Background: an optimization exercise with open tools, aiming at small area and a short achievable clock period. Do not read the settings as production practice.
In this exercise RTL edits were held to simulation tests only and were not proved equivalent to the original.

<file path="design/flow/config.mk">
export PLATFORM = sky130hd
export DESIGN_NAME = qrs
export DESIGN_NICKNAME = qrs
export VERILOG_FILES = /design/flow/design.v
export SDC_FILE = /design/flow/constraint.sdc
export NUM_CORES = 4
export LEC_CHECK = 0
export ABC_AREA = 1
export CAP_MARGIN = 20
export CORE_MARGIN = 2
export CORE_UTILIZATION = 40
export SLEW_MARGIN = 20
</file>
<file path="design/flow/constraint.sdc">
create_clock -name core_clock -period 25.0 [get_ports {clk}]
set_input_delay 5.0000 -clock core_clock [delete_from_list [all_inputs] [get_ports {clk}]]
set_output_delay 5.0000 -clock core_clock [all_outputs]
set_load 0.01 [all_outputs]
</file>
<file path="design/flow/design.v">
module qrs(
input clk,
input reset,
input signed [15:0] data_in,
output  signed [15:0] up,
output  signed [15:0] low,
output  signed [15:0] low_out,
output  signed [15:0] high,
output  signed [15:0] high_out,
output  signed [15:0] deri_out,
output  signed [15:0] sqr_out,
output  signed [15:0] avg_out,
output  signed [15:0] data_out
    );
integer t;
reg ph;
reg [4:0] cnt;               
always @(posedge clk, posedge reset)
  if (reset) begin
    ph <= 1'b0;
    cnt <= 5'd0;
  end else begin
    ph <= ~ph;
    if (!ph && !cnt[4]) cnt <= cnt + 5'd1;
  end
reg [15:0] up_r;
always @(posedge clk)
  up_r <= data_in;
assign up = ph ? up_r : 16'd0;
reg [7:0] xq [0:10];
always @(posedge clk) begin
  xq[0] <= ph ? up_r[15:8] : data_in[7:0];
  for (t = 1; t < 11; t = t + 1) xq[t] <= xq[t-1];
end
reg [5:0] lq [0:30];
reg lb0;                     
reg [14:1] lbq;              
wire [14:0] lb = {lbq, lb0};
reg [6:0] laux;
wire [12:0] lnew;
always @(posedge clk, posedge reset)
  if (reset) begin
    lq[0] <= 6'd0;
    lb0 <= 1'b0;
  end else begin
    lq[0] <= ph ? laux[5:0] : lnew[12:7];
    if (ph) lb0 <= laux[6];
  end
always @(posedge clk) begin
  laux <= lnew[6:0];
  for (t = 1; t < 31; t = t + 1) lq[t] <= lq[t-1];
  if (ph) lbq <= lb[13:0];
end
reg signed [13:0] m0, m1;    
reg [15:0] h1, h2, h3;       
wire [15:0] m0x = {{2{m0[13]}}, m0};
wire [15:0] m1x = {{2{m1[13]}}, m1};
wire [15:0] hsum, hdif, h3m;
wire co_hs, co_hd, co_h3;
sk_add #(16) a_hsum(.a(m0x), .b(m1x), .ci(1'b0), .s(hsum), .co(co_hs));    
sk_add #(16) a_hdif(.a(m0x), .b(~m1x), .ci(1'b1), .s(hdif), .co(co_hd));   
wire [15:0] h3s, h3y;
csa3 #(16) c_h3(.a({m0x[14:0], 1'b0}), .b(m0x), .c(~m1x), .s(h3s), .y(h3y));
sk_add #(16) a_h3m(.a(h3s), .b({h3y[14:0], 1'b1}), .ci(1'b0), .s(h3m), .co(co_h3));  
wire v3 = (cnt >= 5'd3);
wire v6 = (cnt >= 5'd6);
wire v16 = cnt[4];
wire [15:0] mx3 = v3 ? {xq[3], xq[4]} : 16'd0;
wire [15:0] mx6 = v6 ? {xq[9], xq[10]} : 16'd0;
wire [12:0] ml16 = v16 ? {lq[30], lb[14], lq[29]} : 13'd0;
wire [17:0] cc;
wire co_cc;
sk_add #(18) a_cc(.a({2'b0, mx6}), .b(~{1'b0, mx3, 1'b0}), .ci(1'b1), .s(cc), .co(co_cc));
wire [14:0] md;
wire co_md;
rc_add #(15) a_md(.a({m0[13], m0}), .b(~{{2{ml16[12]}}, ml16}), .ci(1'b1), .s(md), .co(co_md));
wire [20:0] c2a;
wire co_c2;
assign c2a[4:0] = cc[4:0];
rc_add #(16) a_c2(.a({{3{cc[17]}}, cc[17:5]}), .b({md[14], md}), .ci(1'b0), .s(c2a[20:5]), .co(co_c2));
wire [18:0] es, ey, ea;
wire co_ea;
csa3 #(19) c_ea(.a({3'b0, h3m}), .b(~{3'b0, h1}), .c(~{2'b0, h2, 1'b0}), .s(es), .y(ey));
sk_add #(19) a_ea(.a(es), .b({ey[17:0], 1'b1}), .ci(1'b1), .s(ea), .co(co_ea));
wire [22:0] ka;
wire co_ka;
assign ka[4:0] = c2a[4:0];
rc_add #(18) a_ka(.a({2'b0, c2a[20:5]}), .b(ea[18:1]), .ci(1'b0), .s(ka[22:5]), .co(co_ka));
reg [17:0] cc_r;
reg [12:0] ml16_r;
reg [15:0] klo_r;
reg [6:0] khi_r;
reg c2hi_r;                  
reg [15:0] c2lo_r;           
always @(posedge clk) begin
  cc_r <= cc;
  ml16_r <= ml16;
  klo_r <= ka[15:0];
  khi_r <= ka[22:16];
  c2hi_r <= &c2a[20:16];
  c2lo_r <= c2a[15:0];
end
wire [15:0] sl;
wire co_sl;
ks_add #(16) a_sl(.a(data_in), .b(cc_r[15:0]), .ci(1'b0), .s(sl), .co(co_sl));
assign lnew = {cc_r[17] ^ (cc_r[16] & co_sl), cc_r[16] ^ co_sl, sl[15:5]};
wire [13:0] mnew;
wire co_mn;
sk_add #(14) a_mn(.a({lnew[12], lnew}), .b(~{ml16_r[12], ml16_r}), .ci(1'b1), .s(mnew), .co(co_mn));
wire [15:0] sk;
wire co_sk;
ks_add #(16) a_sk(.a(data_in), .b(klo_r), .ci(1'b0), .s(sk), .co(co_sk));
wire [15:0] sc;
wire co_sc;
ks_add #(16) a_sc(.a(data_in), .b(c2lo_r), .ci(1'b0), .s(sc), .co(co_sc));
wire c21 = co_sc & c2hi_r;
wire [6:0] khi1 = khi_r + 7'd1;
wire [6:0] khi = co_sk ? khi1 : khi_r;
wire [15:0] dna = {khi[6:5] - {1'b0, c21}, khi[4:0], sk[15:7]};
wire [18:0] t1s, t1y, t2s, t2y, tb;
wire co_tb;
csa3 #(19) c_t1(.a({2'b0, h3m, 1'b0}), .b({3'b0, hsum}), .c(~{3'b0, h2}), .s(t1s), .y(t1y));
csa3 #(19) c_t2(.a(t1s), .b({t1y[17:0], 1'b1}), .c(~{2'b0, h3, 1'b0}), .s(t2s), .y(t2y));
sk_add #(19) a_tb(.a(t2s), .b({t2y[17:0], 1'b1}), .ci(1'b0), .s(tb), .co(co_tb));
wire [15:0] dnb = tb[18:3];
wire [15:0] dn = ph ? dnb : dna;
wire [15:0] sn;
sq16 u_sq(.d(dn), .q(sn));
always @(posedge clk, posedge reset)
  if (reset) begin
    m0 <= 14'd0;
    m1 <= 14'd0;
  end else if (!ph) begin
    m0 <= mnew;
    m1 <= m0;
  end
wire [12:0] lA  = {lq[0], laux};
wire [12:0] lA1 = {lq[2], lb[0], lq[1]};
wire [12:0] lB  = {lq[1], lb[0], lq[0]};
wire [13:0] lod;
wire co_lo;
sk_add #(14) a_lo(.a({lA[12], lA}), .b(~{lA1[12], lA1}), .ci(1'b1), .s(lod), .co(co_lo));
assign low = ph ? {{3{lA[12]}}, lA} : 16'd0;
assign low_out = ph ? {{2{lod[13]}}, lod} : {{2{lB[12]}}, lB, 1'b0};
assign high = ph ? hdif : {m0x[14:0], 1'b0};
wire [15:0] hcur = ph ? hsum : h3m;
assign high_out = hcur;
always @(posedge clk, posedge reset)
  if (reset) begin
    h1 <= 16'd0; h2 <= 16'd0;
  end else begin
    h1 <= hcur; h2 <= h1;
  end
always @(posedge clk) h3 <= h2;
reg [15:0] deri_r, sqr_r, s1;
reg [16:0] pp;               
wire [16:0] ppn;
wire co_pp;
rc_add #(17) a_pp(.a({1'b0, sqr_r}), .b({1'b0, s1}), .ci(1'b0), .s(ppn), .co(co_pp));
always @(posedge clk, posedge reset)
  if (reset) begin
    deri_r <= 16'd0; sqr_r <= 16'd0; pp <= 17'd0;
  end else begin
    deri_r <= dn; sqr_r <= sn; pp <= ppn;
  end
always @(posedge clk) s1 <= sqr_r;
assign deri_out = deri_r;
assign sqr_out = sqr_r;
wire [15:0] avg;
avg3 u_avg(.a(sqr_r), .b(pp), .q(avg));
assign avg_out = avg[15:0];
reg [15:0] dout;
always @(posedge clk)
  if (!ph) dout <= avg[15:0];      
assign data_out = dout;
endmodule
module ks_add #(parameter N = 16) (input [N-1:0] a, input [N-1:0] b, input ci, output [N-1:0] s, output co);
  localparam L = (N <= 2) ? 1 : (N <= 4) ? 2 : (N <= 8) ? 3 : (N <= 16) ? 4 : (N <= 32) ? 5 : 6;
  wire [N-1:0] g [0:L];
  wire [N-1:0] p [0:L];
  genvar i, l;
  generate
    for (i = 0; i < N; i = i + 1) begin : pg
      if (i == 0) begin : b0
        assign g[0][0] = (a[0] & b[0]) | ((a[0] ^ b[0]) & ci);
      end else begin : bi
        assign g[0][i] = a[i] & b[i];
      end
      assign p[0][i] = a[i] ^ b[i];
    end
    for (l = 0; l < L; l = l + 1) begin : lv
      for (i = 0; i < N; i = i + 1) begin : nd
        if (i >= (1 << l)) begin : m
          assign g[l+1][i] = g[l][i] | (p[l][i] & g[l][i - (1 << l)]);
          assign p[l+1][i] = p[l][i] & p[l][i - (1 << l)];
        end else begin : k
          assign g[l+1][i] = g[l][i];
          assign p[l+1][i] = p[l][i];
        end
      end
    end
    assign s[0] = p[0][0] ^ ci;
    for (i = 1; i < N; i = i + 1) begin : sm
      assign s[i] = p[0][i] ^ g[L][i-1];
    end
  endgenerate
  assign co = g[L][N-1];
endmodule
module sk_add #(parameter N = 16) (input [N-1:0] a, input [N-1:0] b, input ci, output [N-1:0] s, output co);
  localparam L = (N <= 2) ? 1 : (N <= 4) ? 2 : (N <= 8) ? 3 : (N <= 16) ? 4 : (N <= 32) ? 5 : 6;
  wire [N-1:0] g [0:L];
  wire [N-1:0] p [0:L];
  genvar i, l;
  generate
    for (i = 0; i < N; i = i + 1) begin : pg
      if (i == 0) begin : b0
        assign g[0][0] = (a[0] & b[0]) | ((a[0] ^ b[0]) & ci);
      end else begin : bi
        assign g[0][i] = a[i] & b[i];
      end
      assign p[0][i] = a[i] ^ b[i];
    end
    for (l = 0; l < L; l = l + 1) begin : lv
      for (i = 0; i < N; i = i + 1) begin : nd
        if ((i >> l) & 1) begin : m
          assign g[l+1][i] = g[l][i] | (p[l][i] & g[l][((i >> l) << l) - 1]);
          assign p[l+1][i] = p[l][i] & p[l][((i >> l) << l) - 1];
        end else begin : k
          assign g[l+1][i] = g[l][i];
          assign p[l+1][i] = p[l][i];
        end
      end
    end
    assign s[0] = p[0][0] ^ ci;
    for (i = 1; i < N; i = i + 1) begin : sm
      assign s[i] = p[0][i] ^ g[L][i-1];
    end
  endgenerate
  assign co = g[L][N-1];
endmodule
module rc_add #(parameter N = 16) (input [N-1:0] a, input [N-1:0] b, input ci, output [N-1:0] s, output co);
  wire [N:0] c;
  assign c[0] = ci;
  genvar i;
  generate for (i = 0; i < N; i = i + 1) begin : fa
    assign s[i] = a[i] ^ b[i] ^ c[i];
    assign c[i+1] = (a[i] & b[i]) | (a[i] & c[i]) | (b[i] & c[i]);
  end endgenerate
  assign co = c[N];
endmodule
module csa3 #(parameter N = 16) (input [N-1:0] a, input [N-1:0] b, input [N-1:0] c, output [N-1:0] s, output [N-1:0] y);
  assign s = a ^ b ^ c;
  assign y = (a & b) | (a & c) | (b & c);
endmodule
module m3add(input [1:0] x, input [1:0] y, output [1:0] z);
  assign z[0] = (~x[1] & ~x[0] & y[0]) | (x[0] & ~y[1] & ~y[0]) | (x[1] & y[1]);
  assign z[1] = (~x[1] & ~x[0] & y[1]) | (x[0] & y[0]) | (x[1] & ~y[1] & ~y[0]);
endmodule
module avg3(input [15:0] a, input [16:0] b, output [15:0] q);
  wire [17:0] aa = {2'b0, a};
  wire [17:0] bb = {1'b0, b};
  wire [17:0] g [0:5];
  wire [17:0] p [0:5];
  assign g[0] = aa & bb;
  assign p[0] = aa ^ bb;
  genvar i, l;
  generate
    for (l = 0; l < 5; l = l + 1) begin : lv
      for (i = 0; i < 18; i = i + 1) begin : nd
        if (i >= (1 << l)) begin : m
          assign g[l+1][i] = g[l][i] | (p[l][i] & g[l][i - (1 << l)]);
          assign p[l+1][i] = p[l][i] & p[l][i - (1 << l)];
        end else begin : k
          assign g[l+1][i] = g[l][i];
          assign p[l+1][i] = p[l][i];
        end
      end
    end
  endgenerate
  wire [17:0] cy = g[5];                      
  wire [17:0] y = p[0] ^ {cy[16:0], 1'b0};    
  wire [1:0] e [0:8];
  generate for (i = 0; i < 9; i = i + 1) begin : dg
    wire [1:0] ad = aa[2*i +: 2];
    wire [1:0] bd = bb[2*i +: 2];
    m3add u(.x({ad[1] & ~ad[0], ad[0] & ~ad[1]}), .y({bd[1] & ~bd[0], bd[0] & ~bd[1]}), .z(e[i]));
  end endgenerate
  wire [1:0] s [0:4][0:8];
  generate
    for (i = 0; i < 9; i = i + 1) begin : s0
      assign s[0][i] = e[i];
    end
    for (l = 0; l < 4; l = l + 1) begin : sl
      for (i = 0; i < 9; i = i + 1) begin : sn
        if ((((8 - i) >> l) & 1) && (((8 - i) >> l) << l) >= 1) begin : m
          m3add u(.x(s[l][i]), .y(s[l][8 - ((((8 - i) >> l) << l) - 1)]), .z(s[l+1][i]));
        end else begin : k
          assign s[l+1][i] = s[l][i];
        end
      end
    end
  endgenerate
  generate for (i = 0; i < 8; i = i + 1) begin : qd
    wire [1:0] rs = s[4][i+1];
    wire c = cy[2*i+1];
    wire [1:0] r = c ? {rs[0], ~rs[1] & ~rs[0]} : rs;
    wire d1 = y[2*i+1], d0 = y[2*i];
    assign q[2*i+1] = r[1] | (r[0] & d1);
    assign q[2*i]   = (~r[1] & ~r[0] & d1 & d0) | (r[0] & ~d1) | (r[1] & (d1 | d0));
  end endgenerate
endmodule
module sq16(input [15:0] d, output [15:0] q);
  wire sq_1 = d[0] & d[1];
  wire sq_2 = d[0] & d[2];
  wire sq_3 = d[0] & d[3];
  wire sq_4 = d[0] & d[4];
  wire sq_5 = d[0] & d[5];
  wire sq_6 = d[0] & d[6];
  wire sq_7 = d[0] & d[7];
  wire sq_8 = d[0] & d[8];
  wire sq_9 = d[0] & d[9];
  wire sq_10 = d[0] & d[10];
  wire sq_11 = d[0] & d[11];
  wire sq_12 = d[0] & d[12];
  wire sq_13 = d[0] & d[13];
  wire sq_14 = d[0] & d[14];
  wire sq_15 = d[1] & d[2];
  wire sq_16 = d[1] & d[3];
  wire sq_17 = d[1] & d[4];
  wire sq_18 = d[1] & d[5];
  wire sq_19 = d[1] & d[6];
  wire sq_20 = d[1] & d[7];
  wire sq_21 = d[1] & d[8];
  wire sq_22 = d[1] & d[9];
  wire sq_23 = d[1] & d[10];
  wire sq_24 = d[1] & d[11];
  wire sq_25 = d[1] & d[12];
  wire sq_26 = d[1] & d[13];
  wire sq_27 = d[2] & d[3];
  wire sq_28 = d[2] & d[4];
  wire sq_29 = d[2] & d[5];
  wire sq_30 = d[2] & d[6];
  wire sq_31 = d[2] & d[7];
  wire sq_32 = d[2] & d[8];
  wire sq_33 = d[2] & d[9];
  wire sq_34 = d[2] & d[10];
  wire sq_35 = d[2] & d[11];
  wire sq_36 = d[2] & d[12];
  wire sq_37 = d[3] & d[4];
  wire sq_38 = d[3] & d[5];
  wire sq_39 = d[3] & d[6];
  wire sq_40 = d[3] & d[7];
  wire sq_41 = d[3] & d[8];
  wire sq_42 = d[3] & d[9];
  wire sq_43 = d[3] & d[10];
  wire sq_44 = d[3] & d[11];
  wire sq_45 = d[4] & d[5];
  wire sq_46 = d[4] & d[6];
  wire sq_47 = d[4] & d[7];
  wire sq_48 = d[4] & d[8];
  wire sq_49 = d[4] & d[9];
  wire sq_50 = d[4] & d[10];
  wire sq_51 = d[5] & d[6];
  wire sq_52 = d[5] & d[7];
  wire sq_53 = d[5] & d[8];
  wire sq_54 = d[5] & d[9];
  wire sq_55 = d[6] & d[7];
  wire sq_56 = d[6] & d[8];
  wire sq_57 = sq_3 ^ sq_15 ^ d[2];
  wire sq_58 = (sq_3 & sq_15) | (sq_3 & d[2]) | (sq_15 & d[2]);
  wire sq_59 = sq_4 ^ sq_16;
  wire sq_60 = sq_4 & sq_16;
  wire sq_61 = sq_5 ^ sq_17 ^ sq_27;
  wire sq_62 = (sq_5 & sq_17) | (sq_5 & sq_27) | (sq_17 & sq_27);
  wire sq_63 = sq_6 ^ sq_18 ^ sq_28;
  wire sq_64 = (sq_6 & sq_18) | (sq_6 & sq_28) | (sq_18 & sq_28);
  wire sq_65 = sq_7 ^ sq_19 ^ sq_29;
  wire sq_66 = (sq_7 & sq_19) | (sq_7 & sq_29) | (sq_19 & sq_29);
  wire sq_67 = sq_37 ^ d[4];
  wire sq_68 = sq_37 & d[4];
  wire sq_69 = sq_8 ^ sq_20 ^ sq_30;
  wire sq_70 = (sq_8 & sq_20) | (sq_8 & sq_30) | (sq_20 & sq_30);
  wire sq_71 = sq_9 ^ sq_21 ^ sq_31;
  wire sq_72 = (sq_9 & sq_21) | (sq_9 & sq_31) | (sq_21 & sq_31);
  wire sq_73 = sq_39 ^ sq_45 ^ d[5];
  wire sq_74 = (sq_39 & sq_45) | (sq_39 & d[5]) | (sq_45 & d[5]);
  wire sq_75 = sq_10 ^ sq_22 ^ sq_32;
  wire sq_76 = (sq_10 & sq_22) | (sq_10 & sq_32) | (sq_22 & sq_32);
  wire sq_77 = sq_40 ^ sq_46;
  wire sq_78 = sq_40 & sq_46;
  wire sq_79 = sq_11 ^ sq_23 ^ sq_33;
  wire sq_80 = (sq_11 & sq_23) | (sq_11 & sq_33) | (sq_23 & sq_33);
  wire sq_81 = sq_41 ^ sq_47 ^ sq_51;
  wire sq_82 = (sq_41 & sq_47) | (sq_41 & sq_51) | (sq_47 & sq_51);
  wire sq_83 = sq_12 ^ sq_24 ^ sq_34;
  wire sq_84 = (sq_12 & sq_24) | (sq_12 & sq_34) | (sq_24 & sq_34);
  wire sq_85 = sq_42 ^ sq_48 ^ sq_52;
  wire sq_86 = (sq_42 & sq_48) | (sq_42 & sq_52) | (sq_48 & sq_52);
  wire sq_87 = sq_13 ^ sq_25 ^ sq_35;
  wire sq_88 = (sq_13 & sq_25) | (sq_13 & sq_35) | (sq_25 & sq_35);
  wire sq_89 = sq_43 ^ sq_49 ^ sq_53;
  wire sq_90 = (sq_43 & sq_49) | (sq_43 & sq_53) | (sq_49 & sq_53);
  wire sq_91 = sq_55 ^ d[7];
  wire sq_92 = sq_55 & d[7];
  wire sq_93 = sq_14 ^ sq_26 ^ sq_36;
  wire sq_94 = sq_44 ^ sq_50 ^ sq_54;
  wire sq_95 = sq_60 ^ sq_61 ^ d[3];
  wire sq_96 = (sq_60 & sq_61) | (sq_60 & d[3]) | (sq_61 & d[3]);
  wire sq_97 = sq_62 ^ sq_63;
  wire sq_98 = sq_62 & sq_63;
  wire sq_99 = sq_64 ^ sq_65 ^ sq_67;
  wire sq_100 = (sq_64 & sq_65) | (sq_64 & sq_67) | (sq_65 & sq_67);
  wire sq_101 = sq_66 ^ sq_68 ^ sq_69;
  wire sq_102 = (sq_66 & sq_68) | (sq_66 & sq_69) | (sq_68 & sq_69);
  wire sq_103 = sq_70 ^ sq_71 ^ sq_73;
  wire sq_104 = (sq_70 & sq_71) | (sq_70 & sq_73) | (sq_71 & sq_73);
  wire sq_105 = sq_72 ^ sq_74 ^ sq_75;
  wire sq_106 = (sq_72 & sq_74) | (sq_72 & sq_75) | (sq_74 & sq_75);
  wire sq_107 = sq_76 ^ sq_78 ^ sq_79;
  wire sq_108 = (sq_76 & sq_78) | (sq_76 & sq_79) | (sq_78 & sq_79);
  wire sq_109 = sq_81 ^ d[6];
  wire sq_110 = sq_81 & d[6];
  wire sq_111 = sq_80 ^ sq_82 ^ sq_83;
  wire sq_112 = (sq_80 & sq_82) | (sq_80 & sq_83) | (sq_82 & sq_83);
  wire sq_113 = sq_84 ^ sq_86 ^ sq_87;
  wire sq_114 = (sq_84 & sq_86) | (sq_84 & sq_87) | (sq_86 & sq_87);
  wire sq_115 = sq_89 ^ sq_91;
  wire sq_116 = sq_89 & sq_91;
  wire sq_117 = sq_88 ^ sq_90 ^ sq_92;
  wire sq_118 = sq_93 ^ sq_94 ^ sq_56;
  wire sq_119 = sq_100 ^ sq_101 ^ sq_38;
  wire sq_120 = (sq_100 & sq_101) | (sq_100 & sq_38) | (sq_101 & sq_38);
  wire sq_121 = sq_102 ^ sq_103;
  wire sq_122 = sq_102 & sq_103;
  wire sq_123 = sq_104 ^ sq_105 ^ sq_77;
  wire sq_124 = (sq_104 & sq_105) | (sq_104 & sq_77) | (sq_105 & sq_77);
  wire sq_125 = sq_106 ^ sq_107 ^ sq_109;
  wire sq_126 = (sq_106 & sq_107) | (sq_106 & sq_109) | (sq_107 & sq_109);
  wire sq_127 = sq_108 ^ sq_110 ^ sq_111;
  wire sq_128 = (sq_108 & sq_110) | (sq_108 & sq_111) | (sq_110 & sq_111);
  wire sq_129 = sq_112 ^ sq_113 ^ sq_115;
  wire sq_130 = (sq_112 & sq_113) | (sq_112 & sq_115) | (sq_113 & sq_115);
  wire sq_131 = sq_114 ^ sq_116 ^ sq_117;
  wire sq_132 = sq_126 ^ sq_127 ^ sq_85;
  wire sq_133 = (sq_126 & sq_127) | (sq_126 & sq_85) | (sq_127 & sq_85);
  wire sq_134 = sq_128 ^ sq_129;
  wire sq_135 = sq_128 & sq_129;
  wire sq_136 = sq_130 ^ sq_131 ^ sq_118;
  wire [15:0] sq_ra = {sq_135, sq_133, sq_132, sq_124, sq_122, sq_120, sq_119, sq_98, sq_96, sq_95, sq_58, sq_57, sq_2, sq_1, 1'b0, d[0]};
  wire [15:0] sq_rb = {sq_136, sq_134, 1'b0, sq_125, sq_123, sq_121, 1'b0, sq_99, sq_97, 1'b0, sq_59, 1'b0, 1'b0, d[1], 1'b0, 1'b0};
  wire sq_co;
  ks_add #(.N(16)) sq_add(.a(sq_ra), .b(sq_rb), .ci(1'b0), .s(q), .co(sq_co));
endmodule
</file>
<file path="design/flow/flow/run.sh">
#!/bin/bash
# Standard layout (the standard.sh), with plain buf_1 cells as the port
# buffers, a clock tree of clkbuf_16 cells in sink clusters of up to 25
# without dummy loads, and timing repair asked to leave 16.1 ns of setup slack.
set -euo pipefail
export BUFFER_PORTS_ARGS="-buffer_cell sky130_fd_sc_hd__buf_1"
export CTS_ARGS="-sink_clustering_enable -repair_clock_nets -dont_use_dummy_load -buf_list sky130_fd_sc_hd__clkbuf_16 -sink_clustering_size 25 -sink_clustering_max_diameter 90"
bash standard.sh SETUP_SLACK_MARGIN=16.1 finish > standard_flow.log 2>&1
</file>
<file path="design/flow/standard.sh">
#!/bin/bash
# synth_recipe.tcl (not shown) runs the flow's synth.tcl, then flattens the netlist and writes it again
# the make line also repeats each setting of config.mk as NAME=value (left out here)
make -C /OpenROAD-flow-scripts/flow DESIGN_CONFIG=/design/flow/config.mk WORK_HOME=/design/flow/orfs CLKGATE_MAP_FILE= SYNTH_SCRIPT=/design/flow/synth_recipe.tcl "${@:-finish}"
</file>
==> results of run 1 <==
## repair_timing
item | CTS | global route
setup endpoints to repair | 15 | 26
gates cloned | 0 | 1
pin swaps | 17 | 30
buffers inserted | 14 | 31
resized for setup | 61 | 105
## routing by layer
metal / global-route usage, % / wire [um] / vias up
met1: 22.0 / 26400 / 8268
met4: 4.02 / 1070 / 0
met5: 0 / 0 / -
li1: - / - / 9063
met2: 28.9 / 26600 / 236
met3: 2.61 / 2220 / 55
## final timing paths
check,end,slack (ns),cells after the start
max in group asynchronous,ph,19.06,3
worst min-delay path,xq[2][5],0.30,0
min in group asynchronous,pp[6],4.57,2
worst max register to register,khi_r[6],16.39,27
worst max-delay path,sqr_r[15],16.06,29
worst min register to register,xq[2][5],0.30,0
## flip-flops by register name, summed over array words and instances, names as in the netlist, 5 cells and up
name,cells
khi_r,7
h1,16
lbq,14
sqr_r,14
h2,16
m1,14
cnt,5
up_r,16
h3,16
xq,88
cc_r,13
klo_r,11
laux,7
pp,17
s1,15
ml16_r,13
lq,186
dout,16
c2lo_r,16
m0,14
deri_r,16
## Yosys cell counts, types with 4 or more instances
cell      count  area share (%)
dfxtp_1     383              29
buf_2         4           0.076
a21boi_1      4            0.11
o21ai_0      95             1.8
a21o_1       12            0.34
a21oi_2       7            0.23
nor2_2        5            0.12
a211oi_1      8            0.23
nand3b_1     10            0.28
xnor2_1      39             1.3
clkbuf_1     20            0.28
o21ai_2       6            0.20
ha_1        211              10
o211ai_1      7            0.20
buf_4         7            0.20
dfrtp_1     120              11
fa_1        166              13
nand4_1      11            0.26
or2_2         7            0.17
nand2_2      31            0.74
xor2_1       62             2.1
nand3_1     145             2.8
inv_2        17            0.24
a21oi_1      68             1.3
edfxtp_1     30             3.4
nor3_1       12            0.23
o21ai_1      21            0.40
o31ai_1       6            0.17
nor2_4        4            0.17
o221ai_1      4            0.13
nor2_1      119             1.7
o21bai_1      7            0.20
nand2_1     571             8.1
nand3_2      11            0.42
inv_1       534             7.6
## logic make-up (layout without fill, tap and decap cells)
kind of cell	count (synthesis)	in the layout	synth area share [%]
flip-flops	533	533	43.9
AO/OA/AOI/OAI	264	264	5.93
adder cells (fa/ha/maj)	377	377	22.6
XOR/XNOR	101	101	3.36
other	1	1	0.0142
AND/OR/NAND/NOR	943	944	15.6
buffers and inverters	590	799	8.58
## layout make-up
class	count	area (sq um)
fillers	6392	35600
inverters	555	2110
clock buffers	34	851
repair buffers	210	1050
flip-flops and latches	533	11600
well taps	864	1080
multi-input cells	1687	13200
## critical path: cells and delay by family
family                   cells  cell delay (ns)
buffers and inverters        7             0.53
AND/OR/NAND/NOR             11             0.81
adder cells (fa/ha/maj)      5             1.98
AO/OA/AOI/OAI                6             1.06
==> flow_summary.yaml, run 1 <==
cells_and_area:
  finalInstanceArea_sq_um: 29900
  diodes: 0
  fin_nets: 3416
  final_cell_mix: "nand2_1, inv_1, dfxtp_1, ha_1, fa_1"
  mostFrequentLayoutCell: "nand2_1"
  drive_gt1_share_pct: 10.8
  layout.cells.non_filler: 3883
  area_delta_synth_final_pct: 13.4
  fin_util_pct: 45.6
worst_hold_path:
  worst_hold_startpoint: "xq[1][5]"
  hp-class: "reg2reg"
cts:
  cts.sinks: 533
  numCtsBuffers: 34
  cts_tree: "yes"
  clk_pin_slew_ns: 0.09
  ctsHoldBuffers: 0
  root_buffer: "clkbuf_16"
  h-tree-depth: 2
  insertion_delay_ns: 0.59
  cts_buffer_depth: 3
critical_path:
  critPathCaptureType: "flip-flop"
  cpMaxStageDelayCell: "fa_1"
  reg2reg_from: "cnt[4]"
  crit_start: "data_in[9]"
  crit_path_max_fanout: 6
  crit_arrival_ns: 9.37
  crit_required_ns: 25.43
  criticalPathCategory: "in2reg"
  crit_top_cell: "nand2_2"
  max_stage_delay_ns: 0.50
  crit_path_start_kind: "input port"
timing:
  period_minus_slack_ns: 8.94
  max_slew.worst_pin.slew_ns: 0.845
  fmax_mhz: 112
  whs_ns: 0.296
  slew-limit-headroom_pct: 43.7
  final.setup.tns_ns: 0
  finalHoldViolCount: 0
  slew_violations: 0
  rsz0062_at_grt: "true"
  setup_ws_ns: 16.06
  setup_viol_count_final: 0
  fin_skew_ns: 0.0733
  fin_crit_sh_pct: 35.8
yosys:
  syn_inst: 2809
  ys_types: 62
  synth.yosys.seq_area_share_pct: 43.9
  synth_edf_count: 30
  async_flop_share_pct: 22.5
  synth_warnings: 9
  ys_ff_latch: 533
  synth_nets: 3204
  synth_area_sq_um: 26400
  syn_area_per_cell_sq_um: 9.38
  synthFlopType: "dfxtp_1"
floorplanning:
  dieArea_sq_um: 68000
  core-area_sq_um: 65500
  die_h_um: 261
  die_w_um: 261
  num_rows: 94
  io_pins: 162
  initial_utilization_pct: 40.2
outcome:
  status: "timing/DRC/antenna clean"
route:
  drtIter0Drc: 774
  viasPerCell: 4.54
  antenna_left: 0
  routedWlPerCell_um: 14.5
  dr.pass1.iters: 7
  via_count: 17622
  wirelength_um: 56300
  drc: 0
flow_run:
  drv_cap: 0
global_route:
  grt-ovfl-total: 0
  grt_pass1_wl_um: 90000
  grt_start_max_net_pins: 77
  gr-usage-all-layers_pct: 16.8
  antenna_found_initial: 1
  grt_pass1_vias: 17487
place:
  dpl.cell_count: 3803
  dp_slack_ns: 15.07
  gp_congestion: 0.858
  port_buffers: 160
  dp_hpwl_um: 43500
  placement.cell_area_sq_um: 28100
==> run 2: changes to the inputs <==
==> design/flow/flow/run.sh (replaced) <==
#!/bin/bash
# Standard layout (the standard.sh), with plain buf_1 cells as the port
# buffers, a clock tree of clkbuf_16 cells in sink clusters of up to 30
# without dummy loads, and timing repair asked to leave 15.9 ns of setup slack.
set -euo pipefail
export BUFFER_PORTS_ARGS="-buffer_cell sky130_fd_sc_hd__buf_1"
export CTS_ARGS="-sink_clustering_enable -repair_clock_nets -dont_use_dummy_load -buf_list sky130_fd_sc_hd__clkbuf_16 -sink_clustering_size 30 -sink_clustering_max_diameter 100"
bash standard.sh SETUP_SLACK_MARGIN=15.9 finish > standard_flow.log 2>&1
==> run 2 against run 1 <==
Net effect:
- clock skew grew 0.014 ns
- register-to-register slack got worse by 0.04 ns
- hold slack lost 0.0072 ns
- cell count down 0.80%
- global-route usage decreased by 0.21 points
- core utilization fell by 0.90 points
==> flow_summary.yaml, run 2 <==
yosys:
  synthTopCellsByArea: "dfxtp_1, fa_1, dfrtp_1"
  ys_types: 62
  yosys-top-cells-count: "nand2_1, inv_1, dfxtp_1, ha_1, fa_1"
  yosysTopAreaCell: "dfxtp_1"
  ys_ff_latch: 533
  async_flop_share_pct: 22.5
  yosysTopAreaCellShare_pct: 29.1
  synth.yosys.seq_area_share_pct: 43.9
  synth_area_sq_um: 26400
  syn_area_per_cell_sq_um: 9.38
  yosysMostFrequentCell: "nand2_1"
  synth_nets: 3204
  synth_edf_count: 30
  synthFlopType: "dfxtp_1"
  synth_warnings: 9
  syn_inst: 2809
cells_and_area:
  finalInstanceArea_sq_um: 29300
  fill_cells: 6334
  reg_top3: "lq x186, xq x88, pp x17"
  diodes: 0
  area_delta_synth_final_pct: 11.2
  drive_gt1_share_pct: 8.50
  largest-register: "lq"
  largest_reg_flops: 186
  mostFrequentLayoutCell: "nand2_1"
  final_cell_mix: "nand2_1, inv_1, dfxtp_1, ha_1, fa_1"
  seqCellArea_sq_um: 11600
  multiInputGateArea_sq_um: 13000
  fin_util_pct: 44.7
  fin_nets: 3385
timing:
  finalHoldViolCount: 0
  max_slew.worst_pin.slew_ns: 0.912
  slew-limit-headroom_pct: 39.2
  period_minus_slack_ns: 8.96
  fmax_mhz: 112
  slew_violations: 0
  setup_viol_count_final: 0
  fin_skew_ns: 0.0877
  final.setup.tns_ns: 0
  fin_crit_sh_pct: 35.8
  rsz0062_at_grt: "true"
  whs_ns: 0.289
critical_path:
  critPathCaptureType: "flip-flop"
  crit_top_cell: "nand2_1"
  criticalPathCategory: "in2reg"
  cp_top_family: "adder cells"
  crit_arrival_ns: 9.41
  crit_path_start_kind: "input port"
  cpMaxStageDelayCell: "fa_1"
  max_stage_delay_ns: 0.49
  critical_path_buf_inv_count: 6
  crit_required_ns: 25.46
  reg2reg_from: "cnt[4]"
  crit_start: "data_in[5]"
  crit_path_max_fanout: 6
route:
  routedWlPerCell_um: 14.3
  wirelength_um: 55100
  viasPerCell: 4.56
  drtIter0Drc: 726
  dr.pass1.iters: 7
  antenna_left: 0
  drc: 0
  via_count: 17552
global_route:
  grt_pass1_wl_um: 89800
  antenna_found_initial: 0
  grt-ovfl-total: 0
  grt_pass1_vias: 17436
  gr-usage-all-layers_pct: 16.6
  grt_start_max_net_pins: 90
cts:
  h-tree-depth: 1
  ctsHoldBuffers: 0
  clk_pin_slew_ns: 0.11
  numCtsBuffers: 27
  cts_tree: "yes"
  root_buffer: "clkbuf_16"
  cts_buffer_depth: 3
  cts.sinks: 533
  insertion_delay_ns: 0.62
worst_hold_path:
  worst_hold_startpoint: "xq[5][0]"
  hp-class: "reg2reg"
floorplanning:
  core-area_sq_um: 65500
  die_h_um: 261
  die_w_um: 261
  io_pins: 162
  initial_utilization_pct: 40.2
  dieArea_sq_um: 68000
  num_rows: 94
place:
  gp_congestion: 0.841
  port_buffers: 160
  dp_hpwl_um: 43300
  placement.cell_area_sq_um: 28000
flow_run:
  drv_cap: 0
outcome:
  status: "timing/DRC/antenna clean"
==> run 2: stage by stage <==
step                      std cells  setup WS [ns]
after floorplan                2809          15.91
after global placement         3802          15.14
after detailed placement       3802          15.14
after CTS                      3837          15.82
after global routing           3852          15.81
final                          3852          16.04
==> run 2: final timing paths <==
check | end | slack (ns) | depth (start not counted)
worst max-delay path | sqr_r[15] | 16.04 | 31
worst min-delay path | xq[6][0] | 0.29 | 0
worst max register to register | khi_r[6] | 16.35 | 37
worst min register to register | xq[6][0] | 0.29 | 0
max in group asynchronous | ph | 19.17 | 3
min in group asynchronous | h1[0] | 4.50 | 2
==> run 2: what timing repair did <==
action | in CTS | in global routing
gates resized for setup | 26 | 89
cloned | 0 | 0
endpoints found under the setup margin | 13 | 21
pin swaps | 2 | 18
setup buffers | 8 | 15
==> run 2: kinds of logic (layout without fill, tap and decap cells) <==
logic type / after synthesis / count (layout) / share of synthesized area (%)
and+or+nand+nor: 943 / 943 / 15.6
buffers and inverters: 590 / 769 / 8.58
DFF: 533 / 533 / 43.9
adders and majority gates: 377 / 377 / 22.6
AOI/OAI and AO/OA: 264 / 264 / 5.93
xor gates and xnor gates: 101 / 101 / 3.36
other: 1 / 1 / 0.0142
==> run 2: area by class of cell <==
class | count | share of cell area [%]
repair buffers | 187 | 2.86
flip-flops and latches | 533 | 39.5
inverters | 555 | 7.22
multi-input cells | 1686 | 44.4
well taps | 864 | 3.69
clock buffers | 27 | 2.31
==> run 2: metal layers <==
metal  part of all wire (%)  routed length, um  vias to the layer above  GRT usage, %
li1                       -                  -                     9021             -
met1                     47              25800                     8221          21.9
met2                     46              25500                      241          28.2
met3                    4.0               2230                       69          2.59
met4                    2.9               1590                        0          4.30
met5                      0                  0                        -             0
==> run 3: changes to the inputs <==
--- a/design/flow/config.mk
+++ b/design/flow/config.mk
@@ -8,5 +8,5 @@
 export ABC_AREA = 1
 export CAP_MARGIN = 20
 export CORE_MARGIN = 2
-export CORE_UTILIZATION = 40
+export CORE_UTILIZATION = 50
 export SLEW_MARGIN = 20
==> run 3 against run 2 <==
Net effect:
- still clean
- non-clock buffer count rose by 10
- register-to-register slack barely moved
- routed wire length rose by 2.3%
- synthesized cell count did not move
- maximum frequency rose by 0.53%
- area after synthesis did not move
- critical path type unchanged
- critical endpoint is now sqr_r[14]
- highest routed layer unchanged
==> flow_summary.yaml, run 3 <==
route:
  wirelength_um: 56400
  drc: 0
  antenna_left: 0
  routedWlPerCell_um: 15.3
  viasPerCell: 4.85
  dr.pass1.iters: 5
  via_count: 17872
  drtIter0Drc: 836
cells_and_area:
  largest_reg_flops: 186
  final_cell_mix: "nand2_1, inv_1, dfxtp_1, ha_1, fa_1"
  layout.cells.non_filler: 3684
  largest-register: "lq"
  reg_top3: "lq x186, xq x88, pp x17"
  finalInstanceArea_sq_um: 29100
  seqCellArea_sq_um: 11600
  drive_gt1_share_pct: 8.44
  area_delta_synth_final_pct: 10.2
  fin_nets: 3393
  multiInputGateArea_sq_um: 13000
  diodes: 0
  mostFrequentLayoutCell: "nand2_1"
  fill_cells: 4766
timing:
  fin_skew_ns: 0.0632
  slew_violations: 0
  fin_crit_sh_pct: 35.6
  rsz0062_at_grt: "true"
  max_slew.worst_pin.slew_ns: 0.769
  finalHoldViolCount: 0
  slew-limit-headroom_pct: 48.7
  final.setup.tns_ns: 0
  fmax_mhz: 112
  period_minus_slack_ns: 8.91
  setup_viol_count_final: 0
yosys:
  ys_ff_latch: 533
  syn_area_per_cell_sq_um: 9.38
  yosysMostFrequentCell: "nand2_1"
  synth_edf_count: 30
  synth_area_sq_um: 26400
  yosysTopAreaCell: "dfxtp_1"
  yosys-top-cells-count: "nand2_1, inv_1, dfxtp_1, ha_1, fa_1"
  synthTopCellsByArea: "dfxtp_1, fa_1, dfrtp_1"
  ys_types: 62
  synthFlopType: "dfxtp_1"
  syn_inst: 2809
  synth_nets: 3204
  async_flop_share_pct: 22.5
  yosysTopAreaCellShare_pct: 29.1
  synth_warnings: 9
  synth.yosys.seq_area_share_pct: 43.9
global_route:
  grt_pass1_wl_um: 91000
  grt_pass1_vias: 17984
  grt_start_max_net_pins: 77
  antenna_found_initial: 0
  grt-ovfl-total: 0
  gr-usage-all-layers_pct: 21.1
critical_path:
  critPathCaptureType: "flip-flop"
  max_stage_delay_ns: 0.53
  crit_required_ns: 25.45
  rr_worst_depth: 42
  reg2reg_slack_ns: 16.35
  crit_arrival_ns: 9.36
  crit_path_start_kind: "input port"
  cpMaxStageDelayCell: "fa_1"
  criticalPathCategory: "in2reg"
  crit_path_max_fanout: 6
  path_cells: "buf_2 -> ha_4 -> nand2_1 -> nor4_4 -> nand2_4 -> nand2_4 -> nand2_1 -> nand3_1 -> nand2_2 -> inv_1 -> nand2_1 -> fa_1 -> fa_1 -> inv_1 -> fa_1 -> inv_1 -> fa_1 -> nor2_2 -> nand2_1 -> nor2_1 -> a221oi_2 -> o31ai_1 -> xor2_1"
place:
  gp_congestion: 0.856
  port_buffers: 160
  placement.cell_area_sq_um: 27800
  dp_hpwl_um: 44400
  dpl.cell_count: 3626
floorplanning:
  die_w_um: 234
  io_pins: 162
  initial_utilization_pct: 50.4
  dieArea_sq_um: 54600
  core-area_sq_um: 52300
  num_rows: 84
  die_h_um: 234
cts:
  cts_tree: "yes"
  clk_pin_slew_ns: 0.11
  numCtsBuffers: 25
  cts_buffer_depth: 3
  cts.sinks: 533
  insertion_delay_ns: 0.60
  h-tree-depth: 1
  root_buffer: "clkbuf_16"
outcome:
  status: "timing/DRC/antenna clean"
worst_hold_path:
  hp-class: "reg2reg"
  hold_depth: 0
flow_run:
  drv_cap: 0
[run 3: timing repair]
item                       4_1_cts  5_1_grt
buffers inserted                 8       25
pin swaps                        4       26
hold buffers                     0        0
resized for setup               29       78
setup endpoints to repair       12       14
[run 3: area by class of cell]
| type | instances | area share [%] |
|---|---|---|
| repair buffers | 197 | 3.12 |
| inverters | 555 | 7.25 |
| flip-flops and latches | 533 | 39.9 |
| well taps | 688 | 2.96 |
| clock buffers | 25 | 2.15 |
| multi-input cells | 1686 | 44.7 |
[run 3: worst max-delay path: cells and delay by family]
kind	cells	cell delay (ns)
fa+ha+maj	5	2.29
simple gates	11	1.23
compound gates	2	0.30
xor+xnor	1	0.15
buf+inv	4	0.38
[run 3: logic make-up (layout without fill, tap and decap cells)]
| family | after synthesis | after routing | share of synthesized area [%] |
|---|---|---|---|
| AO/OA/AOI/OAI | 264 | 264 | 5.93 |
| XOR/XNOR | 101 | 101 | 3.36 |
| adder cells (fa/ha/maj) | 377 | 377 | 22.6 |
| buffers and inverters | 590 | 777 | 8.58 |
| flip-flops | 533 | 533 | 43.9 |
| other | 1 | 1 | 0.0142 |
| AND/OR/NAND/NOR | 943 | 943 | 15.6 |
[run 3: metal layers]
| metal | track usage (%) | routed length [um] |
|---|---|---|
| met1 | 28.5 | 26500 |
| met4 | 5.32 | 1460 |
| met3 | 1.94 | 1690 |
| met5 | 0 | 0 |
| met2 | 36.4 | 26800 |
[run 3: worst paths after layout]
path                              from          to
min in group asynchronous        reset  deri_r[12]
setup / recovery           data_in[14]   sqr_r[14]
hold / removal                xq[6][0]    xq[7][0]
setup reg to reg                 m0[2]   sqr_r[15]
max in group asynchronous        reset      cnt[4]
hold reg to reg               xq[6][0]    xq[7][0]
[run 3: stage by stage]
stage / worst slack (ns) / hold slack (ns) / util [%]
2_1_floorplan: 15.91 / 0.310 / -
3_3_place_gp: 15.14 / 0.310 / 53.1
3_5_place_dp: 15.13 / 0.312 / 53.1
4_1_cts: 15.90 / 0.324 / 54.6
5_1_grt: 15.81 / 0.321 / 55.5
6_report: 16.09 / 0.319 / 55.5

separate check: timing with driven ports:
The flow's constraints put no driver on any port. The routed layouts listed below were extracted and timed again, unchanged, in two steps.
Step 1 assumes that a clkbuf_16 drives the clock port and a buf_2 every other input.
Step 2 times the ports against the registers' clock, not the clock port: input delays grow and output delays shrink by t, the midpoint of the rising clock arrivals with the driver on.
Three values: ideal ports, drivers, drivers and shift; two values: the first two.
run	shift t [ns]	setup WS [ns]	clock arrival spread, ns
run 1	0.597	16.057 / 16.077 / 15.480	0.101 / 0.101
run 2	0.633	16.043 / 16.061 / 15.454	0.109 / 0.109
run 3	0.624	16.091 / 16.095 / 15.489	0.066 / 0.066
After both steps setup and hold are still met in every run listed. For run 3, which loses most, drivers alone change the setup slack by +0.004 ns; drivers and shift together by -0.602 ns.
